Source: an optimization exercise on an open RTL-to-GDS flow (aim: small area, a short achievable clock period and few clock cycles per item). Production flows keep margins and buffers that such runs may drop. Function was checked by simulation only, so behaviour that the tests miss may differ from the original. No activity file was given, so power comes from the tool's default toggle rates.

## flow/design.v (module list and top-level ports; edited modules follow where they fit)
// module scr_search: 1475 lines
module scr_search(clk,rst,start,R_fixed,angle1,adder,error,X,Y,done);
  // ...
==> flow/flow/run.sh <==
#!/bin/bash
set -euo pipefail
export BUFFER_PORTS_ARGS="-buffer_cell sky130_fd_sc_hd__buf_2"
sed 's/SETUP_SLACK_MARGIN=[0-9.]*/SETUP_SLACK_MARGIN=6.25/' standard.sh > standard_m.sh
grep -q 'SETUP_SLACK_MARGIN=6.25' standard_m.sh
bash standard_m.sh > standard_flow.log 2>&1
==> flow/standard.sh <==
#!/bin/bash
# synth_recipe.tcl (not shown) runs the flow's synth.tcl, then flattens the netlist and writes it again
# the make line also repeats each setting of config.mk as NAME=value (left out here)
make -C /OpenROAD-flow-scripts/flow DESIGN_CONFIG=/design/flow/config.mk WORK_HOME=/design/flow/orfs CLKGATE_MAP_FILE= SYNTH_SCRIPT=/design/flow/synth_recipe.tcl "${@:-finish}"
==> flow/config.mk <==
export PLATFORM = sky130hd
export DESIGN_NAME = scr_search
export DESIGN_NICKNAME = scr_search
export VERILOG_FILES = /design/flow/design.v
export SDC_FILE = /design/flow/constraint.sdc
export NUM_CORES = 4
export LEC_CHECK = 0
export ABC_AREA = 1
export CAP_MARGIN = 20
export CORE_MARGIN = 2
export CORE_UTILIZATION = 25
export PLACE_DENSITY = 0.5
export SETUP_SLACK_MARGIN = 5
export SLEW_MARGIN = 20
==> flow/constraint.sdc <==
create_clock -name core_clock -period 12.0 [get_ports {clk}]
set_input_delay 2.4000 -clock core_clock [delete_from_list [all_inputs] [get_ports {clk}]]
set_output_delay 2.4000 -clock core_clock [all_outputs]
set_load 0.01 [all_outputs]
==> results.tsv, run 1 <==
stage	metric	value	unit
finish	clkCellAreaFrac	0.0180	
sta	finalSetupViolCount	0	
finish	final_common_cell	nand2_1	
finish	buffers_excl_clock	69	
finish	nNetsFinal	3056	
sta	hold_viol	0	
yosys	syn-cell-area	0.0148	mm²
sta	fmax	0.172	GHz
finish	top_regs	ta: 10 flops, tb: 10 flops, xr: 10 flops	
sta	tightestPinTransition	1.08	ns
finish	n_clock_buffer	9	
finish	multi_input_area_share	0.689	
worst_setup_path	crit_path_end	ta[8]	
clocking	clk-insertion-delay-late	0.35	ns
worst_setup_path	endpoint_kind	flip-flop	
power	maxPowerGroup	combinational cells	
finish	inv_count	437	
run_status	status	complete, no violations	
yosys	synthTopCellsByArea	nand2_1 23%, nor2_1 13%, nand3_1 12%	
worst_setup_path	worst_ep_arrival_time	5.91	ns
finish	drive_gt1_frac	0.0709	
worst_setup_path	cp_max_fo	23	
yosys	synth.avg_cell_area	5.07	µm²
placed_design	numPlacedInstances	3707	
yosys	synthAdderAreaFrac	0.0610	
yosys	seq_area_frac_synth	0.122	
Testbench counts, summed over its fixed seeds: cycles 384, queries 384.
==> inputs of run 2 (changes only) <==
--- a/flow/config.mk
+++ b/flow/config.mk
@@ -7,3 +7,2 @@
 export LEC_CHECK = 0
-export ABC_AREA = 1
 export CAP_MARGIN = 20
==> run 2 against run 1 <==
Effect of this change:
- setup slack lost 0.29 ns
- synthesized area shrank 4.2%
- global-route usage shrank 1.5 points
- critical endpoint is now Y[2]
- critical path depth shrank 1
- still clean
==> results.tsv, run 2 <==
stage	metric	value	unit	change
power	switching_share	0.498		was 0.561
finish	multi_input_area	0.0135	mm²	was 0.0114 mm²
yosys	netlist_instances	1986		was 2920
drt	vias	20000		was 21300
yosys	seq_area_frac_synth	0.127		was 0.122
floorplan	core_area	0.0562	mm²	was 0.0588 mm²
finish	mostFrequentLayoutCells	172 x buf_4, 151 x nor2_1, 134 x nand2_1, 91 x nand3_1, 79 x inv_1		was 887 x nand2_1, 514 x nor2_1, 395 x inv_1, 356 x nand3_1, 101 x a21oi_1
worst_hold_path	hold_path_class	reg -> reg		unchanged
sta	finalMaxSlewViolations	0		unchanged
floorplan	initial_core_util	0.252		about the same
power	power_frac_comb	0.670		was 0.668
worst_setup_path	critPathMaxStageDelay	0.46	ns	was 0.62 ns
drt	first_pass_iters	10		was 7
finish	nNetsFinal	2206		was 3056
global_routing	grt.overflow.total	0		unchanged
yosys	synthArstFlopShare	0		unchanged
placed_design	numPlacedInstances	2693		was 3707
drt	totalWireLength	99900	µm	was 104000 µm
global_routing	antenna_found_initial	1		was 0
power	clockPowerShare	0.161		was 0.151
sta	finalSetupViolCount	0		unchanged
sta	setup_tns	0	ns	unchanged
yosys	ys_ff_latch	63		unchanged
worst_setup_path	path_buf_inv	3		was 2
finish	nFillCells	6038		was 7025
sta	clock_skew	0.00378	ns	was 0.00680 ns
worst_setup_path	worst_ep_arrival_time	3.70	ns	was 5.91 ns
global_routing	grtUsageMet2	0.481		was 0.515
finish	drive_gt1_frac	0.297		was 0.0709
floorplan	dieArea	0.0586	mm²	was 0.0612 mm²
yosys	synthTopCellsByArea	edfxtp_1 11%, nor2_1 4.3%, nand2_1 3.7%		was nand2_1 23%, nor2_1 13%, nand3_1 12%
drt	avgViaCountPerCell	6.96		was 5.70
clocking	ctsHoldBuffers	0		unchanged
floorplan	pin_count	49		unchanged
worst_setup_path	cp_max_fo	8		was 23
yosys	syn-cell-area	0.0142	mm²	was 0.0148 mm²
job	drv_cap	0		unchanged
worst_setup_path	crit_required	9.60	ns	was 12.10 ns
yosys	synth_warnings	1		unchanged
clocking	h-tree-depth	3		unchanged
floorplan	row_count	87		was 89
power	irDropWorstVdd	0.0596	mV	was 0.0636 mV
sta	fmax	0.164	GHz	was 0.172 GHz
worst_setup_path	crit_slowest_cell	edfxtp_1		was nor2_1
yosys	ys_types	100		was 50
yosys	yosys.area.top_type_share	0.114		was 0.229
clocking	cts_tree	built		unchanged
yosys	synth_fp_nets	2085		was 3019
sta	hold_viol	0		unchanged
floorplan	die_h	242	µm	was 247 µm
worst_setup_path	worstSetupPathType	reg -> out		was in -> reg
drt	ant_nets	0		unchanged
worst_setup_path	crit_family	adder cells		was simple AND/OR/NAND/NOR gates
power	p_leak	6.93	nW	was 9.49 nW
finish	final_common_cell	buf_4		was nand2_1
global_routing	grt_util_met3	0.0769		was 0.0631
global_routing	track_usage	0.319		was 0.334
clocking	cts_max_path_buffers	2		unchanged
placed_design	port_buffers	48		unchanged
finish	fin_cells	2869		was 3735
placed_design	place_congestion	1.09		about the same
sta	period_share	0.508		was 0.484
run_status	status	complete, no violations		unchanged
drt	drt_iter0_drc	3236		was 3181
finish	seq_area	0.00180	mm²	unchanged
power	seqPwrFrac	0.170		was 0.181
power	intPower	0.869	mW	was 0.776 mW
sta	tightestPinTransition	1.07	ns	was 1.08 ns
finish	top_regs	ta: 10 flops, tb: 10 flops, xr: 10 flops		unchanged
floorplan	fp.dieW	242	µm	was 247 µm
clocking	cts-buffers-inserted	9		unchanged
worst_setup_path	cp-start-kind	flip-flop		was primary input
global_routing	busiest_layer	met2		unchanged
finish	final_util	0.342		was 0.281
sta	min_period	6.10	ns	was 5.81 ns
yosys	yosys.area.top_type	edfxtp_1		was nand2_1
drt	wire_per_inst	34.8	µm	was 27.7 µm
sta	rsz0062_at_grt	yes		unchanged
yosys	synth_common_cells	162 x nor2_1, 140 x nand2_1, 95 x nand3_1, 92 x o21ai_0		was 903 x nand2_1, 523 x nor2_1, 399 x inv_1, 365 x nand3_1, 104 x a21oi_1
placed_design	dpl.hpwl	74500	µm	was 88000 µm
worst_setup_path	endpoint_kind	output pin		was flip-flop
yosys	synth-edff-count	54		unchanged
drt	drc	0		unchanged
global_routing	grt_first_pass_wirelength	137000	µm	was 145000 µm
clocking	clk_pin_slew	0.06	ns	about the same
yosys	yosysMostFrequentCell	nor2_1		was nand2_1
global_routing	use_met1	0.398		was 0.429
worst_setup_path	path_common_cell	maj3_2		was nor2_1
power	power_switching	0.863	mW	was 0.990 mW
clocking	clk-insertion-delay-late	0.33	ns	was 0.35 ns
global_routing	grt_pass1_vias	18600		was 20000
yosys	synth.avg_cell_area	7.14	µm²	was 5.07 µm²
global_routing	grt_start_max_net_pins	64		was 63
yosys	ys.flop_type	edfxtp_1		unchanged
power	power_density	90.2	mW/mm²	was 107 mW/mm²
worst_setup_path	cp_cell_sequence	inv_2 -> fa_1 -> a21o_1 -> a221oi_2 -> a2111oi_1 -> or4_1 -> maj3_2 -> maj3_2 -> xnor2_2 -> a22oi_2 -> buf_6 -> a211oi_4 -> buf_2		was buf_4 -> inv_4 -> nand2_2 -> a21oi_2 -> nor3b_2 -> nor2_1 -> nand2_1 -> nand2_1 -> nor2_1 -> nor2_1 -> nand4_1 -> nor2_1 -> nand2_1 -> nor2_1
sta	slew_headroom	0.286		was 0.272
finish	area_delta_synth_final	35.5	%	was 11.8%
clocking	cts_sinks	63		unchanged
clocking	cts-root-buf	clkbuf_16		unchanged
-- run 2: cell types whose count changed in the layout (fill, tap and decap cells not counted), sizes merged, moves of 32 or more --
| cell | previous run | this run |
|---|---|---|
| o211ai | 7 | 46 |
| nor4 | 1 | 65 |
| nor2 | 535 | 162 |
| inv | 432 | 85 |
| nand4 | 96 | 49 |
| nand3 | 371 | 95 |
| nand2 | 914 | 140 |
| o21ai | 132 | 100 |
| nor2b | 1 | 45 |
| buf | 69 | 242 |
| a211oi | 2 | 54 |
-- run 2: worst min-delay path: cells and delay by family, from the launching register on --
| family | cells | cell delay [ns] |
|---|---|---|
| AND/OR/NAND/NOR | 2 | 0.12 |
| flip-flops | 1 | 0.32 |
-- run 2: final cells by class --
type / instances / share of cell area
diodes: 1 / 0.000130
clock buffers: 10 / 0.0119
clock inverters: 6 / 0.00443
inverters: 88 / 0.0182
multi-input cells: 1692 / 0.702
flip-flops and latches: 63 / 0.0938
well taps: 756 / 0.0492
repair buffers: 253 / 0.121
-- run 2: stage by stage --
step	total power, mW	hold WS, ns	cell area, µm²	setup WS (ns)
3_3_place_gp	1.20	0.456	15100	4.30
5_1_grt	1.80	0.531	19200	5.72
3_5_place_dp	1.18	0.463	15100	4.40
2_1_floorplan	0.847	0.503	14200	6.23
4_1_cts	1.60	0.475	17600	5.91
6_report	1.73	0.470	19200	5.90
-- run 2: logic make-up (layout without fill, tap and decap cells) --
| family | Yosys count | after routing | synth area share |
|---|---|---|---|
| and+or+nand+nor | 961 | 961 | 0.386 |
| adders and majority gates | 62 | 62 | 0.0658 |
| xor gates and xnor gates | 19 | 19 | 0.0117 |
| other | 0 | 1 | 0 |
| muxes | 19 | 19 | 0.0139 |
| buffers and inverters | 232 | 357 | 0.0722 |
| AOI/OAI and AO/OA | 630 | 631 | 0.323 |
| DFF | 63 | 63 | 0.127 |
-- run 2: repair_timing --
item / in CTS / in global routing
buffers inserted: 75 / 71
pin swaps: 52 / 74
gates resized for setup: 287 / 197
hold endpoints to repair: 0 / 0
gates cloned: 7 / 5
setup endpoints to repair: 46 / 42
-- run 2: worst paths after layout --
path               start       to  slack (ns)  cells past startpoint
setup reg to reg  err[0]  emax[1]       10.05                      7
hold reg to reg     done     done        0.47                      2
hold / removal      done     done        0.47                      2
setup / recovery   tb[2]     Y[2]        5.90                     13
-- run 2: metal layers --
metal  share of wire  vias to the layer above
li1                -                     8043
met5               0                        -
met1            0.37                     9517
met2            0.41                     1822
met4           0.099                        0
met3            0.12                      597
-- run 2: power by group through the flow --
| stage | sequential [mW] | clock [mW] | combinational [mW] |
|---|---|---|---|
| floorplan | 0.284 | 0 | 0.563 |
| global placement | 0.300 | 0 | 0.897 |
| detailed placement | 0.300 | 0 | 0.882 |
| finish | 0.294 | 0.278 | 1.16 |
| global route | 0.297 | 0.297 | 1.21 |
| CTS | 0.295 | 0.287 | 1.02 |
==> inputs of run 3 (changes only) <==
--- a/flow/config.mk
+++ b/flow/config.mk
@@ -7,6 +7,7 @@
 export LEC_CHECK = 0
+export ABC_AREA = 1
 export CAP_MARGIN = 20
 export CORE_MARGIN = 2
-export CORE_UTILIZATION = 25
-export PLACE_DENSITY = 0.5
+export CORE_UTILIZATION = 30
+export PLACE_DENSITY = 0.6
 export SETUP_SLACK_MARGIN = 5
==> run 3 against run 2 <==
Effect of this change:
- still clean
- combinational power about the same
- power grew 3.2%
- utilization shrank 0.57 points
- sequential share of layout area grew 1.6 points
- register-to-register slack barely moved
- hold slack about the same
- first-iteration DRC count down 0.59%
- synthesized area is 4.4% higher
- maximum frequency rose by 3.5%
- global-route usage is 7.9 points higher
- clock skew about the same
- largest power group unchanged
- highest routed layer unchanged
==> results.tsv, run 3 <==
stage	metric	value	unit	change
run_status	status	complete, no violations		unchanged
power	irDropWorstVdd	0.0722	mV	was 0.0596 mV
yosys	seq_area_frac_synth	0.122		was 0.127
power	design_power_total	1.79	mW	was 1.73 mW
drt	wire_per_inst	28.4	µm	was 34.8 µm
finish	final_util	0.336		was 0.342
worst_hold_path	hold_path_class	reg -> reg		unchanged
finish	fin_cells	3623		was 2869
placed_design	place_ws	4.97	ns	was 4.40 ns
finish	area_delta_synth_final	11.0	%	was 35.5%
drt	first_pass_iters	9		was 10
job	drv_cap	0		unchanged
drt	dr_wl_met3	11100	µm	was 11900 µm
yosys	synth_warnings	1		unchanged
worst_setup_path	cp_max_fo	55		was 8
yosys	syn-cell-area	0.0148	mm²	was 0.0142 mm²
clocking	cts_max_path_buffers	2		unchanged
sta	tightestPinTransition	1.03	ns	was 1.07 ns
global_routing	grt_pass1_vias	19800		was 18600
finish	mostFrequentLayoutCells	889 x nand2_1, 508 x nor2_1, 394 x inv_1, 358 x nand3_1, 100 x a21oi_1		was 172 x buf_4, 151 x nor2_1, 134 x nand2_1, 91 x nand3_1, 79 x inv_1
drt	wl_met2	44200	µm	was 40700 µm
global_routing	grt_start_max_net_pins	63		was 64
drt	top_layer_used	met4		unchanged
finish	design_area	0.0164	mm²	was 0.0192 mm²
worst_setup_path	worstReg2RegStart	err[1]		was err[0]
sta	clock_skew	0.00363	ns	was 0.00378 ns
worst_hold_path	min-delay-start	done		unchanged
finish	nNetsFinal	3053		was 2206
global_routing	grt_first_pass_wirelength	143000	µm	was 137000 µm
worst_hold_path	min_to	done		unchanged
sta	worst_hold_slack	0.470	ns	about the same
clocking	cts-root-buf	clkbuf_16		unchanged
floorplan	initial_core_util	0.303		was 0.252
worst_setup_path	crit_required	12.15	ns	was 9.60 ns
drt	avgViaCountPerCell	5.81		was 6.96
yosys	yosys.area.top_type	nand2_1		was edfxtp_1
global_routing	track_usage	0.398		was 0.319
finish	n_antenna_cell	0		was 1
floorplan	fp.dieW	226	µm	was 242 µm
yosys	yosysMostFrequentCell	nand2_1		was nor2_1
yosys	synth_common_cells	903 x nand2_1, 523 x nor2_1, 399 x inv_1, 365 x nand3_1, 104 x a21oi_1		was 162 x nor2_1, 140 x nand2_1, 95 x nand3_1, 92 x o21ai_0
floorplan	die_h	226	µm	was 242 µm
placed_design	place_area	0.0157	mm²	was 0.0151 mm²
yosys	synth-edff-count	54		unchanged
floorplan	pin_count	49		unchanged
finish	final_common_cell	nand2_1		was buf_4
floorplan	dieArea	0.0511	mm²	was 0.0586 mm²
placed_design	place_congestion	1.12		was 1.09
yosys	synth_fp_nets	3019		was 2085
drt	vias	21000		was 20000
worst_setup_path	r2r_end	emax[2]		was emax[1]
sta	period_share	0.491		was 0.508
sta	fin_ws	6.11	ns	was 5.90 ns
yosys	ys_ff_latch	63		unchanged
clocking	clk-insertion-delay-late	0.35	ns	was 0.33 ns
clocking	cts_tree	built		unchanged
worst_setup_path	worst_ep_arrival_time	6.04	ns	was 3.70 ns
clocking	cts_sinks	63		unchanged
placed_design	port_buffers	48		unchanged
worst_setup_path	endpoint_kind	flip-flop		was output pin
yosys	ys_types	50		was 100
worst_setup_path	r2r_setup_slack	10.04	ns	was 10.05 ns
drt	drt_iter0_drc	3217		was 3236
yosys	synthTopCellsByArea	nand2_1 23%, nor2_1 13%, nand3_1 12%		was edfxtp_1 11%, nor2_1 4.3%, nand2_1 3.7%
finish	drive_gt1_frac	0.0706		was 0.297
floorplan	core_area	0.0488	mm²	was 0.0562 mm²
sta	finalMaxSlewViolations	0		unchanged
sta	hold_viol	0		unchanged
finish	nFillCells	5869		was 6038
sta	rsz0062_at_grt	yes		unchanged
global_routing	grt.overflow.total	0		unchanged
yosys	synth.avg_cell_area	5.07	µm²	was 7.14 µm²
worst_setup_path	rr_worst_depth	7		unchanged
yosys	yosys.area.top_type_share	0.229		was 0.114
drt	ant_nets	0		unchanged
finish	top_regs	ta: 10 flops, tb: 10 flops, xr: 10 flops		unchanged
power	p_leak	9.49	nW	was 6.93 nW
sta	min_period	5.89	ns	was 6.10 ns
worst_setup_path	cp-start-kind	primary input		was flip-flop
clocking	ctsHoldBuffers	0		unchanged
floorplan	row_count	81		was 87
drt	totalWireLength	103000	µm	was 99900 µm
clocking	clk_pin_slew	0.06	ns	about the same
yosys	netlist_instances	2920		was 1986
yosys	ys.flop_type	edfxtp_1		unchanged
sta	slew_headroom	0.306		was 0.286
yosys	synthArstFlopShare	0		unchanged
clocking	cts-buffers-inserted	9		unchanged
worst_hold_path	hold_depth	2		unchanged
clocking	h-tree-depth	3		unchanged
placed_design	dpl.hpwl	87300	µm	was 74500 µm
drt	wl_met1	38900	µm	was 37500 µm
worst_setup_path	worstSetupPathType	in -> reg		was reg -> out
sta	fmax	0.170	GHz	was 0.164 GHz
drt	drc	0		unchanged
sta	setup_tns	0	ns	unchanged
sta	finalSetupViolCount	0		unchanged
power	power_density	109	mW/mm²	was 90.2 mW/mm²
global_routing	antenna_found_initial	0		was 1
placed_design	numPlacedInstances	3597		was 2693
[run 3: cell types whose count changed after synthesis, moves of 51 or more]
| cell | change |
|---|---|
| nand2_1 | +763 |
| nor2_1 | +361 |
| inv_1 | +312 |
| nand3_1 | +270 |
| nor4_1 | -58 |
| clkbuf_1 | -52 |
| a211oi_1 | -51 |
[run 3: cell type report]
class                           count  area (µm²)  area share
Timing Repair Buffer               67         410      0.0250
Clock buffer                        9         225      0.0137
Sequential cell                    63        1800       0.110
Tap cell                          664         831      0.0506
Inverter                          437        1650       0.101
Clock inverter                      7        97.6     0.00594
Multi-Input combinational cell   2376       11400       0.694
[run 3: per-layer routing]
layer | track usage | up-vias
met5 | 0 | -
met4 | 0.265 | 0
met3 | 0.108 | 405
met2 | 0.621 | 1516
met1 | 0.479 | 9659
li1 | - | 9468
[run 3: how the worst max path moves through the flow]
stage,startpoint,depth (start not counted),to
3_3_place_gp,angle1[13],15,tb[9]
4_1_cts,angle1[13],16,bv
2_1_floorplan,ta[1],18,X[0]
6_report,angle1[10],17,tb[9]
3_5_place_dp,angle1[13],16,tb[0]
5_1_grt,xr[3],18,X[1]
[run 3: where the power goes]
part | internal, mW | leakage, nW | switching, mW
registers | 0.278 | 0.601 | 0.0428
logic | 0.334 | 8.73 | 0.837
clock network | 0.182 | 0.152 | 0.113
[run 3: cell families after synthesis]
| family | synth area share |
|---|---|
| AND/OR/NAND/NOR | 0.583 |
| buffers and inverters | 0.125 |
| AO/OA/AOI/OAI | 0.0986 |
| flip-flops | 0.122 |
| adder cells (fa/ha/maj) | 0.0610 |
| XOR/XNOR | 0.0101 |
[run 3: worst max-delay path: stages]
cell,delay (ns)
buf_2,0.35
inv_2,0.20
nor2_4,0.29
nand2_1,0.11
nand2_2,0.37
inv_2,0.09
buf_12,0.22
nand2_1,0.27
inv_2,0.08
nand3_1,0.24
inv_1,0.09
nand3_2,0.25
nand2_1,0.28
nand3b_1,0.23
nor2_1,0.18
nand3_1,0.09
nor2_1,0.27
[run 3: what timing repair did]
item	CTS	global route
pin swaps	4	9
setup endpoints to repair	46	47
hold endpoints to repair	0	0
buffers inserted	7	3
gates resized for setup	25	59
==> inputs of run 4 (changes only) <==
--- a/flow/config.mk
+++ b/flow/config.mk
@@ -10,4 +10,4 @@
 export CORE_MARGIN = 2
-export CORE_UTILIZATION = 30
-export PLACE_DENSITY = 0.6
+export CORE_UTILIZATION = 15
+export PLACE_DENSITY = 0.3
 export SETUP_SLACK_MARGIN = 5
==> run 4 against run 3 <==
Effect of this change:
- wire length grew 6.1%
- highest routed layer unchanged
- sequential share of layout area shrank 0.63 points
- via count shrank 3.4%
- synthesized cell count is the same
- register-to-register slack is essentially flat
- clock skew shrank 0.0025 ns
- cell area grew 6.1%
- die area grew 98%
- final cell count grew 17%
- combinational power grew 3%
- global-route usage shrank 19 points
- clock power shrank 6%
- still clean on timing, DRC and antenna
==> results.tsv, run 4 <==
stage	metric	value	unit	change
floorplan	initial_core_util	0.151		was 0.303
worst_hold_path	hold_path_class	reg -> reg		unchanged
sta	finalMaxSlewViolations	0		unchanged
drt	first_pass_iters	7		was 9
clocking	cts_max_path_buffers	2		unchanged
floorplan	die_h	318	µm	was 226 µm
clocking	clk_pin_slew	0.06	ns	about the same
yosys	yosys.area.top_type	nand2_1		unchanged
finish	area_delta_synth_final	17.8	%	was 11.0%
sta	rsz0062_at_grt	yes		unchanged
worst_setup_path	crit_slowest_cell	nand4_1		was nand2_2
clocking	ctsHoldBuffers	0		unchanged
yosys	yosysMostFrequentCell	nand2_1		unchanged
finish	n_antenna_cell	0		unchanged
clocking	cts-buffers-inserted	9		unchanged
clocking	h-tree-depth	3		unchanged
yosys	ys_types	50		unchanged
drt	drc	0		unchanged
finish	mostFrequentLayoutCells	874 x nand2_1, 505 x nor2_1, 394 x inv_1, 351 x nand3_1, 101 x a21oi_1		was 889 x nand2_1, 508 x nor2_1, 394 x inv_1, 358 x nand3_1, 100 x a21oi_1
power	design_power_total	1.81	mW	was 1.79 mW
sta	finalSetupViolCount	0		unchanged
floorplan	row_count	115		was 81
placed_design	dpl.hpwl	93800	µm	was 87300 µm
drt	dr_wl_met3	7000	µm	was 11100 µm
yosys	synthArstFlopShare	0		unchanged
drt	drt_iter0_drc	2255		was 3217
global_routing	grt_first_pass_wirelength	153000	µm	was 143000 µm
clocking	cts-root-buf	clkbuf_16		unchanged
drt	totalWireLength	109000	µm	was 103000 µm
clocking	clk-insertion-delay-late	0.35	ns	about the same
sta	clock_skew	0.00117	ns	was 0.00363 ns
drt	top_layer_used	met4		unchanged
run_status	status	complete, no violations		unchanged
global_routing	grt_start_max_net_pins	50		was 63
worst_setup_path	crit_path_end	av		was tb[9]
drt	wl_met2	48300	µm	was 44200 µm
yosys	synthTopCellsByArea	nand2_1 23%, nor2_1 13%, nand3_1 12%		unchanged
placed_design	port_buffers	48		unchanged
yosys	ys_ff_latch	63		unchanged
finish	final_common_cell	nand2_1		unchanged
global_routing	antenna_found_initial	0		unchanged
worst_setup_path	crit_required	12.09	ns	was 12.15 ns
worst_setup_path	worst_ep_arrival_time	5.86	ns	was 6.04 ns
sta	setup_tns	0	ns	unchanged
worst_setup_path	worstSetupPathType	in -> reg		unchanged
job	drv_cap	0		unchanged
finish	top_regs	ta: 10 flops, tb: 10 flops, xr: 10 flops		unchanged
floorplan	pin_count	49		unchanged
worst_setup_path	endpoint_kind	flip-flop		unchanged
worst_setup_path	r2r_setup_slack	10.04	ns	about the same
finish	drive_gt1_frac	0.0838		was 0.0706
yosys	synth.avg_cell_area	5.07	µm²	unchanged
placed_design	place_congestion	1.03		was 1.12
yosys	seq_area_frac_synth	0.122		unchanged
worst_setup_path	cp_cell_sequence	buf_2 -> inv_2 -> nand2_1 -> nand2_1 -> nand2_2 -> nand2_1 -> nand3_1 -> nand2_1 -> nand2_1 -> nand4_1 -> nand3_1 -> nand3_1 -> nor2_1 -> nand3_1 -> nor2_1 -> nand3_1		was buf_2 -> inv_2 -> nor2_4 -> nand2_1 -> nand2_2 -> inv_2 -> buf_12 -> nand2_1 -> inv_2 -> nand3_1 -> inv_1 -> nand3_2 -> nand2_1 -> nand3b_1 -> nor2_1 -> nand3_1 -> nor2_1
yosys	synth_warnings	1		unchanged
finish	nFillCells	11700		was 5869
worst_setup_path	cp-start-kind	primary input		unchanged
yosys	netlist_instances	2920		unchanged
global_routing	grt_pass1_vias	20000		was 19800
worst_setup_path	critPathMaxStageDelay	0.38	ns	was 0.37 ns
sta	tightestPinTransition	0.940	ns	was 1.03 ns
finish	final_util	0.178		was 0.336
sta	period_share	0.481		was 0.491
finish	design_area	0.0174	mm²	was 0.0164 mm²
finish	fin_cells	4257		was 3623
global_routing	grt.overflow.total	0		unchanged
floorplan	dieArea	0.101	mm²	was 0.0511 mm²
yosys	syn-cell-area	0.0148	mm²	unchanged
power	p_leak	9.57	nW	was 9.49 nW
placed_design	place_area	0.0165	mm²	was 0.0157 mm²
drt	vias	20300		was 21000
clocking	cts_tree	built		unchanged
yosys	yosys.area.top_type_share	0.229		unchanged
worst_setup_path	r2r_end	emax[2]		unchanged
yosys	ys.flop_type	edfxtp_1		unchanged
worst_setup_path	rr_worst_depth	7		unchanged
finish	nNetsFinal	3064		was 3053
placed_design	numPlacedInstances	4222		was 3597
floorplan	fp.dieW	318	µm	was 226 µm
drt	wl_met1	47400	µm	was 38900 µm
sta	min_period	5.77	ns	was 5.89 ns
yosys	synth_common_cells	903 x nand2_1, 523 x nor2_1, 399 x inv_1, 365 x nand3_1, 104 x a21oi_1		unchanged
sta	fmax	0.173	GHz	was 0.170 GHz
drt	ant_nets	0		unchanged
global_routing	track_usage	0.210		was 0.398
worst_setup_path	cp_max_fo	15		was 55
drt	avgViaCountPerCell	4.78		was 5.81
yosys	synth-edff-count	54		unchanged
sta	hold_viol	0		unchanged
yosys	synth_fp_nets	3019		unchanged
power	irDropWorstVdd	0.0715	mV	was 0.0722 mV
sta	slew_headroom	0.373		was 0.306
power	power_density	104	mW/mm²	was 109 mW/mm²
worst_setup_path	crit_path_start	angle1[10]		unchanged
worst_setup_path	worstReg2RegStart	err[1]		unchanged
clocking	cts_sinks	63		unchanged
floorplan	core_area	0.0981	mm²	was 0.0488 mm²
drt	wire_per_inst	25.6	µm	was 28.4 µm
run 4: per-layer routing:
layer	vias up	global-route usage
li1	9479	-
met1	9613	0.280
met2	1015	0.338
met3	229	0.0231
met4	0	0.101
met5	-	0
run 4: where the power goes:
group          switching (mW)  internal [mW]
clock network           0.113          0.163
logic                   0.868          0.347
registers              0.0393          0.278
run 4: layout make-up:
type                            count  area, µm²  area share
Timing Repair Buffer               77        483      0.0277
Sequential cell                    63       1800       0.103
Clock buffer                        9        225      0.0129
Inverter                          437       1670      0.0957
Clock inverter                      7       77.6     0.00445
Multi-Input combinational cell   2377      11600       0.664
Tap cell                         1287       1610      0.0924
run 4: critical path, delay by kind of cell:
family / cells / cell delay (ns)
buf+inv: 2 / 0.53
simple gates: 14 / 2.89
run 4: worst min-delay path by stage:
| stage | slack, ns | from | to | cells after the start |
|---|---|---|---|---|
| 2_1_floorplan | 0.50 | done | done | 2 |
| 3_3_place_gp | 0.46 | done | done | 2 |
| 3_5_place_dp | 0.47 | done | done | 2 |
| 4_1_cts | 0.49 | done | done | 2 |
| 5_1_grt | 0.52 | done | done | 2 |
| 6_report | 0.47 | done | done | 2 |
run 4: cells by family after synthesis:
logic type / Yosys count / synth area share
AOI/OAI and AO/OA: 273 / 0.0986
xor gates and xnor gates: 17 / 0.0101
adders and majority gates: 59 / 0.0610
buffers and inverters: 481 / 0.125
DFF: 63 / 0.122
and+or+nand+nor: 2027 / 0.583
run 4: stage by stage:
| step | hold slack (ns) | worst slack [ns] |
|---|---|---|
| CTS | 0.486 | 6.17 |
| global placement | 0.462 | 4.75 |
| global route | 0.520 | 6.02 |
| detailed placement | 0.472 | 4.75 |
| finish | 0.474 | 6.23 |
| floorplan | 0.503 | 6.81 |
run 4: what timing repair did:
action,4_1_cts,5_1_grt
setup buffers,5,13
gates resized for setup,66,65
endpoints found under the setup margin,46,46
gates cloned,1,0
pin swaps,22,11
==> inputs of run 5 (changes only) <==
==> flow/flow/run.sh (replaced) <==
#!/bin/bash
set -euo pipefail
export BUFFER_PORTS_ARGS="-buffer_cell sky130_fd_sc_hd__buf_2"
sed 's/SETUP_SLACK_MARGIN=[0-9.]*/SETUP_SLACK_MARGIN=6.5/' standard.sh > standard_m.sh
grep -q 'SETUP_SLACK_MARGIN=6.5' standard_m.sh
bash standard_m.sh > standard_flow.log 2>&1
==> run 5 against run 4 <==
Effect of this change:
- still clean
- critical path depth increased by 1
- hold slack about the same
- power increased by 1.7%
- wire length increased by 0.16%
- sequential power about the same
==> results.tsv, run 5 <==
stage	metric	value	unit	change
yosys	synthArstFlopShare	0		unchanged
global_routing	antenna_found_initial	1		was 0
drt	ant_nets	0		unchanged
worst_setup_path	endpoint_kind	output pin		was flip-flop
worst_setup_path	worstReg2RegStart	err[1]		unchanged
worst_setup_path	crit_path_end	X[0]		was av
placed_design	dpl.hpwl	93800	µm	unchanged
clocking	cts_sinks	63		unchanged
worst_setup_path	r2r_end	emax[2]		unchanged
sta	slew_headroom	0.460		was 0.373
placed_design	port_buffers	48		unchanged
drt	dr_wl_met3	7170	µm	was 7000 µm
yosys	ys_types	50		unchanged
finish	mostFrequentLayoutCells	857 x nand2_1, 485 x nor2_1, 390 x inv_1, 329 x nand3_1, 96 x nand4_1		was 874 x nand2_1, 505 x nor2_1, 394 x inv_1, 351 x nand3_1, 101 x a21oi_1
worst_setup_path	worst_ep_arrival_time	3.34	ns	was 5.86 ns
yosys	yosys.area.top_type	nand2_1		unchanged
floorplan	dieArea	0.101	mm²	unchanged
drt	vias	20500		was 20300
global_routing	track_usage	0.210		about the same
job	drv_cap	0		unchanged
run_status	status	complete, no violations		unchanged
finish	final_common_cell	nand2_1		unchanged
yosys	synth_warnings	1		unchanged
clocking	clk_pin_slew	0.06	ns	about the same
floorplan	pin_count	49		unchanged
worst_setup_path	cp_max_fo	8		was 15
worst_hold_path	hold_path_class	reg -> reg		unchanged
finish	area_delta_synth_final	21.3	%	was 17.8%
floorplan	initial_core_util	0.151		unchanged
sta	finalMaxSlewViolations	0		unchanged
floorplan	row_count	115		unchanged
drt	drc	0		unchanged
power	power_density	102	mW/mm²	was 104 mW/mm²
drt	wl_met2	48200	µm	was 48300 µm
clocking	cts-buffers-inserted	9		unchanged
drt	drt_iter0_drc	2055		was 2255
placed_design	place_area	0.0165	mm²	unchanged
global_routing	grt_start_max_net_pins	50		unchanged
clocking	clk-insertion-delay-late	0.35	ns	about the same
worst_setup_path	cp_cell_sequence	inv_1 -> fa_1 -> inv_2 -> ha_4 -> o21bai_1 -> a21oi_1 -> nor2_1 -> nor2_1 -> nor2_1 -> o21ai_2 -> nand4_1 -> nand3_4 -> nand4_1 -> nand2_8 -> nand2_2 -> nor2_2 -> buf_2		was buf_2 -> inv_2 -> nand2_1 -> nand2_1 -> nand2_2 -> nand2_1 -> nand3_1 -> nand2_1 -> nand2_1 -> nand4_1 -> nand3_1 -> nand3_1 -> nor2_1 -> nand3_1 -> nor2_1 -> nand3_1
yosys	synthTopCellsByArea	nand2_1 23%, nor2_1 13%, nand3_1 12%		unchanged
sta	min_period	5.74	ns	was 5.77 ns
floorplan	fp.dieW	318	µm	unchanged
global_routing	grt.overflow.total	0		unchanged
finish	n_antenna_cell	0		unchanged
sta	rsz0062_at_grt	yes		unchanged
clocking	cts_tree	built		unchanged
clocking	h-tree-depth	3		unchanged
sta	finalSetupViolCount	0		unchanged
drt	totalWireLength	109000	µm	about the same
floorplan	core_area	0.0981	mm²	unchanged
sta	period_share	0.478		was 0.481
finish	drive_gt1_frac	0.115		was 0.0838
yosys	synth_fp_nets	3019		unchanged
worst_setup_path	crit_path_start	tb[1]		was angle1[10]
sta	tightestPinTransition	0.801	ns	was 0.940 ns
yosys	synth.avg_cell_area	5.07	µm²	unchanged
drt	top_layer_used	met4		unchanged
sta	setup_tns	0	ns	unchanged
yosys	syn-cell-area	0.0148	mm²	unchanged
power	p_leak	9.69	nW	was 9.57 nW
yosys	seq_area_frac_synth	0.122		unchanged
power	irDropWorstVdd	0.0713	mV	was 0.0715 mV
worst_hold_path	min-delay-start	done		unchanged
sta	clock_skew	0.00117	ns	unchanged
clocking	cts-root-buf	clkbuf_16		unchanged
placed_design	place_congestion	1.03		unchanged
yosys	yosysMostFrequentCell	nand2_1		unchanged
global_routing	grt_first_pass_wirelength	153000	µm	about the same
drt	first_pass_iters	6		was 7
sta	fmax	0.174	GHz	was 0.173 GHz
global_routing	grt_pass1_vias	20000		about the same
floorplan	die_h	318	µm	unchanged
finish	top_regs	ta: 10 flops, tb: 10 flops, xr: 10 flops		unchanged
yosys	ys_ff_latch	63		unchanged
yosys	synth-edff-count	54		unchanged
drt	avgViaCountPerCell	4.80		was 4.78
yosys	synth_common_cells	903 x nand2_1, 523 x nor2_1, 399 x inv_1, 365 x nand3_1, 104 x a21oi_1		unchanged
placed_design	place_ws	4.75	ns	unchanged
worst_setup_path	worstSetupPathType	reg -> out		was in -> reg
finish	design_area	0.0180	mm²	was 0.0174 mm²
drt	wire_per_inst	25.6	µm	about the same
worst_setup_path	cp-start-kind	flip-flop		was primary input
finish	nNetsFinal	3074		was 3064
worst_setup_path	critPathMaxStageDelay	0.61	ns	was 0.38 ns
clocking	cts_max_path_buffers	2		unchanged
sta	hold_viol	0		unchanged
yosys	yosys.area.top_type_share	0.229		unchanged
worst_setup_path	crit_required	9.60	ns	was 12.09 ns
worst_setup_path	path_common_cell	nor2_1		
yosys	ys.flop_type	edfxtp_1		unchanged
sta	fin_ws	6.26	ns	was 6.23 ns
drt	wl_met1	47300	µm	was 47400 µm
worst_setup_path	crit_slowest_cell	fa_1		was nand4_1
worst_setup_path	r2r_setup_slack	10.04	ns	about the same
yosys	netlist_instances	2920		unchanged
worst_setup_path	rr_worst_depth	7		unchanged
[run 5: cell type report]
type | count | area (µm²)
clock buffer | 9 | 225
clock inverter | 7 | 77.6
fill | 11700 | 80200
inverter | 437 | 1690
multi-input combinational | 2377 | 11900
sequential | 63 | 1800
tap | 1287 | 1610
timing repair buffer | 87 | 604
[run 5: worst min path at each step]
stage | endpoint | slack (ns) | cells after the start
2_1_floorplan | done | 0.50 | 2
3_3_place_gp | done | 0.46 | 2
3_5_place_dp | done | 0.47 | 2
4_1_cts | done | 0.49 | 2
5_1_grt | done | 0.52 | 2
6_report | done | 0.47 | 2
[run 5: critical path: cells and delay by family (launching register included)]
family	cells	cell delay [ns]
buffers and inverters	3	0.31
adder cells (fa/ha/maj)	2	0.75
AND/OR/NAND/NOR	9	1.09
flip-flops	1	0.38
AO/OA/AOI/OAI	3	0.43
[run 5: what timing repair did]
item / CTS / global route
hold buffers: 0 / 0
gates resized for setup: 106 / 141
endpoints found under the setup margin: 47 / 46
hold endpoints to repair: 0 / 0
buffers inserted: 15 / 13
pin swaps: 16 / 16
gates cloned: 1 / 0
[run 5: routing by layer]
layer | vias to the layer above | track usage
met5 | - | 0
met3 | 244 | 0.0252
li1 | 9496 | -
met4 | 0 | 0.103
met2 | 963 | 0.338
met1 | 9794 | 0.278
[run 5: logic make-up (layout without fill, tap and decap cells)]
family,after synthesis,after routing,synth area share
DFF,63,63,0.122
adders and majority gates,59,59,0.0610
and+or+nand+nor,2027,2028,0.583
buffers and inverters,481,540,0.125
xor gates and xnor gates,17,17,0.0101
AOI/OAI and AO/OA,273,273,0.0986
[run 5: stage by stage]
step	power, mW	utilization	hold slack [ns]	instances
after global routing	1.98	0.183	0.520	4267
final	1.84	0.183	0.474	4267
after global placement	1.48	0.168	0.462	4222
after floorplan	0.990	-	0.503	2920
after CTS	1.79	0.177	0.486	4254
after detailed placement	1.45	0.168	0.472	4222
[run 5: power breakdown]
part | switching, mW | leakage (nW) | internal (mW)
Clock | 0.112 | 0.147 | 0.163
Sequential | 0.0383 | 0.601 | 0.278
Combinational | 0.885 | 8.94 | 0.363
==> inputs of run 6 (changes only) <==
--- a/flow/config.mk
+++ b/flow/config.mk
@@ -10,4 +10,4 @@
 export CORE_MARGIN = 2
-export CORE_UTILIZATION = 15
-export PLACE_DENSITY = 0.3
+export CORE_UTILIZATION = 25
+export PLACE_DENSITY = 0.5
 export SETUP_SLACK_MARGIN = 5
==> run 6 against run 5 <==
Effect of this change:
- still clean on timing, DRC and antenna
- global-route usage increased by 12 points
- clock skew increased by 0.0073 ns
- critical path depth down 4
- synthesized area is the same
- utilization up 11 points
- count of clock-buffer cells in the layout stayed put
- largest cell class unchanged
- largest power group unchanged
==> results.tsv, run 6 <==
stage	metric	value	unit	change
worst_hold_path	hold_depth	2		unchanged
floorplan	fp.dieW	247	µm	was 318 µm
power	clockPowerShare	0.149		was 0.150
drt	totalWireLength	104000	µm	was 109000 µm
placed_design	numPlacedInstances	3707		was 4222
drt	ant_nets	0		unchanged
drt	vias	21300		was 20500
power	intPower	0.786	mW	was 0.804 mW
placed_design	dpl.hpwl	88000	µm	was 93800 µm
worst_setup_path	cp_max_fo	8		unchanged
clocking	cts_max_path_buffers	2		unchanged
sta	fmax	0.175	GHz	was 0.174 GHz
worst_setup_path	crit_required	9.60	ns	about the same
worst_setup_path	r2r_end	emax[1]		was emax[2]
power	switching_share	0.560		was 0.563
sta	fin_ws	6.30	ns	was 6.26 ns
drt	wire_per_inst	27.8	µm	was 25.6 µm
sta	tightestPinTransition	1.05	ns	was 0.801 ns
drt	drc	0		unchanged
clocking	cts_sinks	63		unchanged
global_routing	grt_first_pass_wirelength	145000	µm	was 153000 µm
worst_setup_path	rr_worst_depth	7		unchanged
power	p_leak	9.60	nW	was 9.69 nW
drt	first_pass_iters	6		unchanged
yosys	synth.avg_cell_area	5.07	µm²	unchanged
global_routing	antenna_found_initial	0		was 1
global_routing	grt_util_met3	0.0631		was 0.0252
yosys	synthTopCellsByArea	nand2_1 23%, nor2_1 13%, nand3_1 12%		unchanged
clocking	ctsHoldBuffers	0		unchanged
worst_setup_path	worstReg2RegStart	err[1]		unchanged
yosys	seq_area_frac_synth	0.122		unchanged
worst_setup_path	r2r_setup_slack	9.95	ns	was 10.04 ns
finish	n_antenna_cell	0		unchanged
yosys	ys_types	50		unchanged
sta	slew_headroom	0.290		was 0.460
worst_setup_path	worstSetupPathType	reg -> out		unchanged
clocking	clk-insertion-delay-late	0.35	ns	about the same
finish	nNetsFinal	3066		was 3074
drt	avgViaCountPerCell	5.69		was 4.80
yosys	synth_common_cells	903 x nand2_1, 523 x nor2_1, 399 x inv_1, 365 x nand3_1, 104 x a21oi_1		unchanged
power	power_switching	1.00	mW	was 1.03 mW
sta	clock_skew	0.00851	ns	was 0.00117 ns
placed_design	place_congestion	1.09		was 1.03
floorplan	core_area	0.0588	mm²	was 0.0981 mm²
clocking	cts-buffers-inserted	9		unchanged
power	power_frac_comb	0.674		was 0.678
worst_hold_path	min_to	done		unchanged
yosys	netlist_instances	2920		unchanged
power	irDropWorstVdd	0.0621	mV	was 0.0713 mV
clocking	cts-root-buf	clkbuf_16		unchanged
global_routing	busiest_layer	met2		unchanged
placed_design	port_buffers	48		unchanged
global_routing	grt_pass1_vias	20000		about the same
power	seqPwrFrac	0.178		was 0.172
yosys	synth-edff-count	54		unchanged
finish	final_common_cell	nand2_1		unchanged
floorplan	initial_core_util	0.252		was 0.151
global_routing	use_met1	0.429		was 0.278
worst_setup_path	cp-start-kind	flip-flop		unchanged
sta	period_share	0.475		was 0.478
finish	drive_gt1_frac	0.0949		was 0.115
drt	drt_iter0_drc	2924		was 2055
run_status	status	complete, no violations		unchanged
finish	area_delta_synth_final	14.6	%	was 21.3%
worst_setup_path	worst_ep_arrival_time	3.30	ns	was 3.34 ns
job	drv_cap	0		unchanged
finish	top_regs	ta: 10 flops, tb: 10 flops, xr: 10 flops		unchanged
global_routing	grt_start_max_net_pins	63		was 50
sta	setup_tns	0	ns	unchanged
global_routing	grtUsageMet2	0.518		was 0.338
placed_design	place_ws	4.91	ns	was 4.75 ns
worst_hold_path	hold_path_class	reg -> reg		unchanged
finish	mostFrequentLayoutCells	875 x nand2_1, 498 x nor2_1, 391 x inv_1, 336 x nand3_1, 96 x nand4_1		was 857 x nand2_1, 485 x nor2_1, 390 x inv_1, 329 x nand3_1, 96 x nand4_1
global_routing	grt.overflow.total	0		unchanged
floorplan	pin_count	49		unchanged
floorplan	die_h	247	µm	was 318 µm
global_routing	track_usage	0.334		was 0.210
worst_setup_path	endpoint_kind	output pin		unchanged
yosys	ys_ff_latch	63		unchanged
yosys	yosysMostFrequentCell	nand2_1		unchanged
yosys	synth_warnings	1		unchanged
yosys	syn-cell-area	0.0148	mm²	unchanged
yosys	synthArstFlopShare	0		unchanged
sta	finalMaxSlewViolations	0		unchanged
yosys	yosys.area.top_type	nand2_1		unchanged
worst_hold_path	min-delay-start	done		unchanged
floorplan	row_count	89		was 115
yosys	ys.flop_type	edfxtp_1		unchanged
yosys	yosys.area.top_type_share	0.229		unchanged
sta	hold_viol	0		unchanged
yosys	synth_fp_nets	3019		unchanged
clocking	cts_tree	built		unchanged
power	power_density	105	mW/mm²	was 102 mW/mm²
clocking	clk_pin_slew	0.06	ns	about the same
power	design_power_total	1.79	mW	was 1.84 mW
sta	min_period	5.70	ns	was 5.74 ns
floorplan	dieArea	0.0612	mm²	was 0.101 mm²
finish	nFillCells	7008		was 11700
clocking	h-tree-depth	3		unchanged
sta	finalSetupViolCount	0		unchanged
sta	rsz0062_at_grt	yes		unchanged
finish	fin_cells	3745		was 4267
-- run 6: critical path, cell delays in order, from the launching register on --
cell and delay [ns]:
edfxtp_1 0.44, inv_1 0.15, fa_1 0.57, inv_1 0.05, ha_1 0.16, o21bai_1 0.16
a221oi_1 0.37, nand4_1 0.21, nand3_4 0.17, nand4_1 0.15, nand2_4 0.19, nand2_1 0.07
nor2_1 0.12, buf_2 0.15
-- run 6: how the worst max path moves through the flow --
stage                          start  endpoint  slack (ns)  cells after the start
after global routing           tb[6]      Y[0]        6.09                     14
after CTS                      xr[0]      Y[0]        6.29                     16
after detailed placement  angle1[13]        bv        4.91                     16
final                          tb[6]      Y[0]        6.30                     13
after global placement    angle1[13]        bv        4.80                     16
after floorplan                ta[1]      X[0]        6.81                     18
-- run 6: what timing repair did --
item	in CTS	in global routing
gates resized for setup	67	109
gates cloned	1	1
pin swaps	9	16
endpoints found under the setup margin	47	46
setup buffers	7	13
-- run 6: metrics by stage --
| stage | utilization | hold WS (ns) | area, µm² |
|---|---|---|---|
| floorplan | - | 0.503 | 14800 |
| global route | 0.289 | 0.501 | 17000 |
| detailed placement | 0.270 | 0.464 | 15900 |
| global placement | 0.270 | 0.449 | 15900 |
| CTS | 0.280 | 0.478 | 16500 |
| finish | 0.289 | 0.470 | 17000 |
-- run 6: kinds of logic after synthesis --
family	Yosys count	share of synthesized area
xor gates and xnor gates	17	0.0101
adders and majority gates	59	0.0610
buffers and inverters	481	0.125
and+or+nand+nor	2027	0.583
AOI/OAI and AO/OA	273	0.0986
DFF	63	0.122
-- run 6: final cells by class --
class	count	area, µm²	share of cell area
clock buffer	9	225	0.0133
clock inverter	7	72.6	0.00428
inverter	437	1670	0.0985
multi-input combinational	2377	11700	0.690
sequential	63	1800	0.106
tap	773	967	0.0570
timing repair buffer	79	524	0.0309
-- run 6: power by group through the flow --
stage / Combinational [mW] / Clock (mW) / Sequential [mW]
floorplan: 0.694 / 0 / 0.296
global route: 1.30 / 0.283 / 0.321
finish: 1.20 / 0.266 / 0.317
CTS: 1.12 / 0.273 / 0.320
detailed placement: 1.09 / 0 / 0.324
global placement: 1.12 / 0 / 0.325
-- run 6: per-layer routing --
metal	wire [µm]	up-vias
li1	-	9487
met1	41900	9943
met2	44200	1499
met3	9720	365
met4	8090	0
met5	0	-
==> inputs of run 7 (changes only) <==
==> flow/flow/run.sh (replaced) <==
#!/bin/bash
set -euo pipefail
export BUFFER_PORTS_ARGS="-buffer_cell sky130_fd_sc_hd__buf_2"
sed 's/SETUP_SLACK_MARGIN=[0-9.]*/SETUP_SLACK_MARGIN=6.4/' standard.sh > standard_m.sh
grep -q 'SETUP_SLACK_MARGIN=6.4' standard_m.sh
bash standard_m.sh > standard_flow.log 2>&1
--- a/flow/config.mk
+++ b/flow/config.mk
@@ -11,3 +11,3 @@
 export CORE_UTILIZATION = 25
-export PLACE_DENSITY = 0.5
+export PLACE_DENSITY = 0.6
 export SETUP_SLACK_MARGIN = 5
==> run 7 against run 6 <==
Effect of this change:
- flip-flop and latch count did not move
- sequential share of layout area rose by 0.17 points
- wire length shrank 4.9%
- critical endpoint is now bv
==> results.tsv, run 7 <==
stage	metric	value	unit	change
run_status	status	complete, no violations		unchanged
worst_setup_path	endpoint_kind	flip-flop		was output pin
yosys	yosysMostFrequentCell	nand2_1		unchanged
drt	wl_met1	39600	µm	was 41900 µm
clocking	cts-root-buf	clkbuf_16		unchanged
finish	area_delta_synth_final	12.8	%	was 14.6%
clocking	ctsHoldBuffers	0		unchanged
finish	drive_gt1_frac	0.0791		was 0.0949
clocking	clk_pin_slew	0.05	ns	was 0.06 ns
floorplan	initial_core_util	0.252		unchanged
floorplan	die_h	247	µm	unchanged
worst_setup_path	crit_required	12.07	ns	was 9.60 ns
worst_setup_path	worstSetupPathType	in -> reg		was reg -> out
placed_design	place_congestion	1.07		was 1.09
power	power_density	106	mW/mm²	was 105 mW/mm²
finish	nNetsFinal	3064		was 3066
yosys	ys_types	50		unchanged
drt	avgViaCountPerCell	5.65		was 5.69
worst_setup_path	r2r_end	emax[1]		unchanged
power	switching_share	0.560		about the same
floorplan	dieArea	0.0612	mm²	unchanged
worst_setup_path	cp_max_fo	23		was 8
sta	finalMaxSlewViolations	0		unchanged
drt	first_pass_iters	10		was 6
drt	totalWireLength	98800	µm	was 104000 µm
floorplan	core_area	0.0588	mm²	unchanged
sta	slew_headroom	0.381		was 0.290
yosys	netlist_instances	2920		unchanged
finish	nFillCells	7016		was 7008
power	p_leak	9.52	nW	was 9.60 nW
finish	n_antenna_cell	0		unchanged
sta	hold_viol	0		unchanged
clocking	h-tree-depth	3		unchanged
global_routing	grt_first_pass_wirelength	139000	µm	was 145000 µm
drt	dr_wl_met3	9970	µm	was 9720 µm
finish	top_regs	ta: 10 flops, tb: 10 flops, xr: 10 flops		unchanged
yosys	yosys.area.top_type	nand2_1		unchanged
sta	setup_tns	0	ns	unchanged
yosys	synth_top_family_by_area	simple AND/OR/NAND/NOR gates		unchanged
clocking	cts_tree	built		unchanged
yosys	synthArstFlopShare	0		unchanged
yosys	ys.flop_type	edfxtp_1		unchanged
worst_setup_path	worstReg2RegStart	err[1]		unchanged
yosys	synth-edff-count	54		unchanged
worst_setup_path	crit_path_start	angle1[13]		was tb[6]
worst_setup_path	r2r_setup_slack	10.16	ns	was 9.95 ns
yosys	synth_fp_nets	3019		unchanged
yosys	synthTopCellsByArea	nand2_1 23%, nor2_1 13%, nand3_1 12%		unchanged
drt	drt_iter0_drc	3386		was 2924
worst_setup_path	crit_slowest_cell	nand3_1		was fa_1
clocking	cts-buffers-inserted	9		unchanged
drt	wl_met2	40300	µm	was 44200 µm
floorplan	row_count	89		unchanged
drt	ant_nets	0		unchanged
worst_setup_path	worst_ep_arrival_time	5.83	ns	was 3.30 ns
yosys	syn-cell-area	0.0148	mm²	unchanged
job	drv_cap	0		unchanged
power	irDropWorstVdd	0.0814	mV	was 0.0621 mV
floorplan	fp.dieW	247	µm	unchanged
clocking	cts_sinks	63		unchanged
drt	drc	0		unchanged
global_routing	grt_start_max_net_pins	63		unchanged
yosys	yosys.area_share.simple	0.583		unchanged
sta	period_share	0.480		was 0.475
worst_hold_path	hold_depth	2		unchanged
power	seqPwrFrac	0.178		about the same
worst_setup_path	crit_path_end	bv		was Y[0]
drt	wire_per_inst	26.4	µm	was 27.8 µm
power	intPower	0.782	mW	was 0.786 mW
global_routing	grt.overflow.total	0		unchanged
yosys	synthXorXnorAreaFrac	0.0101		unchanged
floorplan	pin_count	49		unchanged
sta	finalSetupViolCount	0		unchanged
finish	mostFrequentLayoutCells	881 x nand2_1, 508 x nor2_1, 392 x inv_1, 353 x nand3_1, 101 x a21oi_1		was 875 x nand2_1, 498 x nor2_1, 391 x inv_1, 336 x nand3_1, 96 x nand4_1
power	power_frac_comb	0.669		was 0.674
worst_setup_path	critPathMaxStageDelay	0.33	ns	was 0.57 ns
power	power_switching	0.994	mW	was 1.00 mW
sta	rsz0062_at_grt	yes		unchanged
finish	multi_input_area	0.0115	mm²	was 0.0117 mm²
yosys	synth.avg_cell_area	5.07	µm²	unchanged
worst_setup_path	cp_cell_sequence	buf_4 -> inv_4 -> nand2_4 -> inv_2 -> o21ai_1 -> nand2_4 -> clkinv_2 -> nand2_1 -> nand3_2 -> nor2_1 -> nand2_1 -> nand3_1 -> nand2_1 -> nor2_1 -> nand3_1 -> nor2_1 -> nand3_1		was inv_1 -> fa_1 -> inv_1 -> ha_1 -> o21bai_1 -> a221oi_1 -> nand4_1 -> nand3_4 -> nand4_1 -> nand2_4 -> nand2_1 -> nor2_1 -> buf_2
sta	tightestPinTransition	0.919	ns	was 1.05 ns
placed_design	port_buffers	48		unchanged
finish	seq_area	0.00180	mm²	unchanged
finish	final_common_cell	nand2_1		unchanged
global_routing	antenna_found_initial	1		was 0
sta	fmax	0.174	GHz	was 0.175 GHz
power	design_power_total	1.78	mW	was 1.79 mW
yosys	synth-compound-area-share	0.0986		unchanged
worst_hold_path	min-delay-start	done		unchanged
global_routing	grt_pass1_vias	19500		was 20000
yosys	ys_ff_latch	63		unchanged
drt	top_layer_used	met5		was met4
drt	vias	21200		was 21300
worst_setup_path	cp-start-kind	primary input		was flip-flop
yosys	synthAdderAreaFrac	0.0610		unchanged
clocking	clk-insertion-delay-late	0.35	ns	about the same
global_routing	track_usage	0.316		was 0.334
yosys	synth_common_cells	903 x nand2_1, 523 x nor2_1, 399 x inv_1, 365 x nand3_1, 104 x a21oi_1		unchanged
power	clockPowerShare	0.153		was 0.149
yosys	synth_warnings	1		unchanged
worst_setup_path	rr_worst_depth	7		unchanged
sta	clock_skew	0.00172	ns	was 0.00851 ns
yosys	yosys.area.top_type_share	0.229		unchanged
clocking	cts_max_path_buffers	2		unchanged
worst_hold_path	hold_path_class	reg -> reg		unchanged
yosys	muxShareOfSynthArea	0		unchanged
yosys	seq_area_frac_synth	0.122		unchanged
sta	min_period	5.76	ns	was 5.70 ns
placed_design	dpl.hpwl	83100	µm	was 88000 µm
==> run 7: cell count changes in the layout (fill, tap and decap cells not counted), sizes merged <==
cell,before,now
clkinvlp,6,7
clkinv,7,9
nand2,914,913
inv,430,428
buf,75,76
clkbuf,13,10
==> run 7: worst min path at each step <==
| stage | to | slack, ns |
|---|---|---|
| 3_3_place_gp | done | 0.44 |
| 4_1_cts | done | 0.47 |
| 6_report | done | 0.47 |
| 5_1_grt | done | 0.50 |
| 3_5_place_dp | done | 0.46 |
| 2_1_floorplan | done | 0.50 |
==> run 7: power groups by stage <==
stage / Sequential [mW] / Combinational (mW) / Clock (mW)
2_1_floorplan: 0.296 / 0.694 / 0
3_3_place_gp: 0.321 / 1.10 / 0
3_5_place_dp: 0.321 / 1.08 / 0
4_1_cts: 0.316 / 1.11 / 0.275
5_1_grt: 0.320 / 1.28 / 0.281
6_report: 0.317 / 1.19 / 0.271
==> run 7: worst max-delay path, delay by kind of cell <==
kind                   cells  cell delay, ns
buffers and inverters      4            1.06
AOI/OAI and AO/OA          1            0.17
and+or+nand+nor           12            2.18
==> run 7: per-stage QoR <==
| stage | utilization | area, µm² | hold WS (ns) | setup slack, ns | std cells |
|---|---|---|---|---|---|
| 2_1_floorplan | - | 14800 | 0.503 | 6.81 | 2920 |
| 3_3_place_gp | 0.270 | 15800 | 0.443 | 4.99 | 3704 |
| 3_5_place_dp | 0.270 | 15800 | 0.459 | 4.99 | 3704 |
| 4_1_cts | 0.278 | 16300 | 0.473 | 6.36 | 3726 |
| 5_1_grt | 0.284 | 16700 | 0.499 | 6.10 | 3743 |
| 6_report | 0.284 | 16700 | 0.467 | 6.24 | 3743 |
==> run 7: layer usage <==
metal	vias up	track usage
li1	9492	-
met1	9647	0.411
met2	1599	0.474
met3	422	0.0514
met4	2	0.225
met5	-	0
==> run 7: layout make-up <==
cell class              count  area share
repair inverters            1    0.000525
flip-flops and latches     63       0.108
inverters                 437       0.101
clock buffers               9      0.0135
well taps                 773      0.0579
repair buffers             77      0.0282
multi-input cells        2376       0.687
clock inverters             7     0.00427
==> run 7: cells by family (layout without fill, tap and decap cells) <==
group | after synthesis | after routing
adders and majority gates | 59 | 59
AOI/OAI and AO/OA | 273 | 273
and+or+nand+nor | 2027 | 2027
DFF | 63 | 63
buffers and inverters | 481 | 531
xor gates and xnor gates | 17 | 17
==> run 7: timing repair <==
item                       CTS  global route
gates resized for setup     50            61
cloned                       0             1
setup buffers                6            16
setup endpoints to repair   51            44
pin swaps                    8            11
==> inputs of run 8 (changes only) <==
--- a/flow/config.mk
+++ b/flow/config.mk
@@ -11,3 +11,3 @@
 export CORE_UTILIZATION = 25
-export PLACE_DENSITY = 0.6
+export PLACE_DENSITY = 0.5
 export SETUP_SLACK_MARGIN = 5
==> run 8 against run 7 <==
Effect of this change:
- count of clock-buffer cells in the layout stayed put
- sequential power about the same
- largest power group unchanged
- largest cell class unchanged
- sequential share of layout area about the same
- clock power fell by 2%
- non-clock buffer count shrank 4
- power fell by 0.10%
- setup slack gained 0.066 ns
- clock skew is 0.0051 ns higher
- utilization increased by 0.087 points
- maximum frequency up 1.2%
- die area stayed put
==> results.tsv, run 8 <==
stage	metric	value	unit	change
finish	final_common_cell	nand2_1		unchanged
floorplan	fp.dieW	247	µm	unchanged
job	drv_cap	0		unchanged
drt	ant_nets	0		unchanged
finish	top_regs	ta: 10 flops, tb: 10 flops, xr: 10 flops		unchanged
sta	fmax	0.176	GHz	was 0.174 GHz
clocking	cts_sinks	63		unchanged
sta	tightestPinTransition	1.02	ns	was 0.919 ns
yosys	yosys.area.top_type_share	0.229		unchanged
worst_setup_path	crit_required	9.60	ns	was 12.07 ns
finish	n_antenna_cell	0		unchanged
global_routing	antenna_found_initial	0		was 1
floorplan	dieArea	0.0612	mm²	unchanged
finish	drive_gt1_frac	0.0833		was 0.0791
sta	worst_hold_slack	0.470	ns	was 0.467 ns
drt	first_pass_iters	14		was 10
sta	slew_headroom	0.313		was 0.381
sta	finalSetupViolCount	0		unchanged
worst_hold_path	min_to	done		unchanged
worst_setup_path	rr_worst_depth	7		unchanged
drt	avgViaCountPerCell	5.67		was 5.65
worst_hold_path	hold_depth	2		unchanged
worst_setup_path	r2r_end	emax[1]		unchanged
yosys	syn-cell-area	0.0148	mm²	unchanged
finish	final_util	0.285		was 0.284
clocking	cts-buffers-inserted	9		unchanged
sta	rsz0062_at_grt	yes		unchanged
sta	hold_viol	0		unchanged
finish	nNetsFinal	3060		was 3064
run_status	status	complete, no violations		unchanged
drt	drc	0		unchanged
placed_design	numPlacedInstances	3707		was 3704
floorplan	initial_core_util	0.252		unchanged
power	irDropWorstVdd	0.0620	mV	was 0.0814 mV
yosys	ys.flop_type	edfxtp_1		unchanged
global_routing	track_usage	0.334		was 0.316
finish	mostFrequentLayoutCells	884 x nand2_1, 506 x nor2_1, 392 x inv_1, 346 x nand3_1, 97 x a21oi_1		was 881 x nand2_1, 508 x nor2_1, 392 x inv_1, 353 x nand3_1, 101 x a21oi_1
sta	fin_ws	6.31	ns	was 6.24 ns
finish	multi_input_area	0.0116	mm²	was 0.0115 mm²
placed_design	dpl.hpwl	88000	µm	was 83100 µm
finish	seq_area	0.00180	mm²	unchanged
yosys	ys_types	50		unchanged
worst_hold_path	hold_path_class	reg -> reg		unchanged
yosys	synth_common_cells	903 x nand2_1, 523 x nor2_1, 399 x inv_1, 365 x nand3_1, 104 x a21oi_1		unchanged
yosys	synthArstFlopShare	0		unchanged
yosys	synth-edff-count	54		unchanged
worst_setup_path	cp-start-kind	flip-flop		was primary input
global_routing	grt_start_max_net_pins	63		unchanged
yosys	synthTopCellsByArea	nand2_1 23%, nor2_1 13%, nand3_1 12%		unchanged
yosys	seq_area_frac_synth	0.122		unchanged
yosys	yosys.area.top_type	nand2_1		unchanged
floorplan	core_area	0.0588	mm²	unchanged
yosys	ys_ff_latch	63		unchanged
drt	drt_iter0_drc	3103		was 3386
yosys	synth_warnings	1		unchanged
clocking	clk_pin_slew	0.06	ns	was 0.05 ns
placed_design	place_congestion	1.09		was 1.07
yosys	synth_fp_nets	3019		unchanged
yosys	yosysMostFrequentCell	nand2_1		unchanged
yosys	netlist_instances	2920		unchanged
drt	wire_per_inst	27.8	µm	was 26.4 µm
finish	fin_cells	3739		was 3743
worst_setup_path	worst_ep_arrival_time	3.29	ns	was 5.83 ns
drt	vias	21200		about the same
worst_setup_path	r2r_setup_slack	9.95	ns	was 10.16 ns
worst_setup_path	worstSetupPathType	reg -> out		was in -> reg
clocking	h-tree-depth	3		unchanged
power	p_leak	9.53	nW	was 9.52 nW
floorplan	die_h	247	µm	unchanged
worst_setup_path	worstReg2RegStart	err[1]		unchanged
floorplan	row_count	89		unchanged
sta	setup_tns	0	ns	unchanged
worst_setup_path	endpoint_kind	output pin		was flip-flop
power	power_density	106	mW/mm²	about the same
sta	min_period	5.69	ns	was 5.76 ns
clocking	cts_tree	built		unchanged
worst_hold_path	min-delay-start	done		unchanged
floorplan	pin_count	49		unchanged
clocking	ctsHoldBuffers	0		unchanged
global_routing	grt_pass1_vias	20000		was 19500
power	design_power_total	1.77	mW	was 1.78 mW
global_routing	grt_first_pass_wirelength	145000	µm	was 139000 µm
sta	period_share	0.474		was 0.480
yosys	synth.avg_cell_area	5.07	µm²	unchanged
global_routing	grt.overflow.total	0		unchanged
clocking	clk-insertion-delay-late	0.35	ns	about the same
worst_setup_path	cp_max_fo	8		was 23
placed_design	port_buffers	48		unchanged
finish	nFillCells	7023		was 7016
placed_design	place_ws	4.91	ns	was 4.99 ns
clocking	cts_max_path_buffers	2		unchanged
finish	design_area	0.0167	mm²	about the same
sta	clock_skew	0.00683	ns	was 0.00172 ns
drt	totalWireLength	104000	µm	was 98800 µm
finish	area_delta_synth_final	13.2	%	was 12.8%
placed_design	place_area	0.0159	mm²	was 0.0158 mm²
sta	finalMaxSlewViolations	0		unchanged
clocking	cts-root-buf	clkbuf_16		unchanged
## run 8: cell count changes in the layout (fill, tap and decap cells not counted), sizes merged
cell	delta
clkbuf	+1
buf	-5
clkinv	-2
inv	+2
clkinvlp	-1
nand2	+1
## run 8: final cells by class
class / count / share of cell area
Sequential cell: 63 / 0.108
Timing Repair Buffer: 73 / 0.0272
Tap cell: 773 / 0.0577
Clock inverter: 7 / 0.00433
Multi-Input combinational cell: 2377 / 0.690
Inverter: 437 / 0.0996
Clock buffer: 9 / 0.0134
## run 8: worst max-delay path: stages (launching register included)
cell,delay (ns)
edfxtp_1,0.53
fa_1,0.58
inv_1,0.06
ha_2,0.16
o21bai_4,0.16
a21oi_2,0.11
nor2_1,0.04
nor2_1,0.09
nor2_1,0.06
o21ai_2,0.13
nand4_1,0.16
nand3_4,0.18
nand4_1,0.15
nand2_4,0.18
nand2_1,0.07
nor2_1,0.12
buf_2,0.15
## run 8: logic make-up after synthesis
family | share of synthesized area
AO/OA/AOI/OAI | 0.0986
AND/OR/NAND/NOR | 0.583
XOR/XNOR | 0.0101
flip-flops | 0.122
adder cells (fa/ha/maj) | 0.0610
buffers and inverters | 0.125
## run 8: report_power, final
group,switching (mW),internal (mW),leakage [nW],total (mW)
Clock,0.105,0.161,0.142,0.265
Combinational,0.850,0.342,8.79,1.19
Sequential,0.0390,0.278,0.601,0.317
## run 8: repair_timing
item / 4_1_cts / 5_1_grt
gates resized for setup: 55 / 77
pin swaps: 9 / 16
setup endpoints to repair: 47 / 46
gates cloned: 1 / 0
setup buffers: 7 / 8
## run 8: per-layer routing
layer  GRT usage  wire length (µm)
met5           0                 0
met4       0.203              8100
met3      0.0593              9310
met2       0.518             44200
met1       0.430             42200
## run 8: how the worst max path moves through the flow
stage | start | end | cells past startpoint
CTS | xr[0] | Y[0] | 16
finish | xr[0] | Y[0] | 16
global route | xr[5] | Y[0] | 13
detailed placement | angle1[13] | bv | 16
floorplan | ta[1] | X[0] | 18
global placement | angle1[13] | bv | 16

==> separate check: timing with driven ports <==
How much do the figures lean on ideal ports? The routed layouts below were timed once more, with nothing changed but the port constraints.
Step 1 (the two cells are an assumption about what drives the block):
set clk [get_ports {clk}]
set_driving_cell -lib_cell sky130_fd_sc_hd__clkbuf_16 $clk
set_driving_cell -lib_cell sky130_fd_sc_hd__buf_2 [delete_from_list [all_inputs] $clk]
Step 2 moves the port delays by t, midway between the first and last clock arrival at a register: inputs arrive t later, outputs are due t later. That takes back most of the time a late clock gives input paths.
Slacks: ideal ports / drivers / drivers and shift; pairs: ideal ports / drivers.
run | shift t [ns] | slack for setup (ns) | worst slew at a driven data input, ns
run 1 | 0.397 | 6.190 / 6.212 / 5.816 | 0.03
run 2 | 0.370 | 5.904 / 5.865 / 5.636 | 0.06
run 3 | 0.400 | 6.110 / 6.134 / 5.735 | 0.04
run 4 | 0.403 | 6.228 / 6.221 / 5.848 | 0.03
run 5 | 0.401 | 6.262 / 6.215 / 6.119 | 0.04
run 6 | 0.396 | 6.296 / 6.248 / 6.073 | 0.04
run 7 | 0.395 | 6.243 / 6.264 / 5.872 | 0.03
run 8 | 0.402 | 6.308 / 6.258 / 5.967 | 0.03
After both steps every run listed still meets setup and hold. For run 4, which loses most, drivers alone change the setup slack by -0.007 ns; drivers and shift together by -0.380 ns.
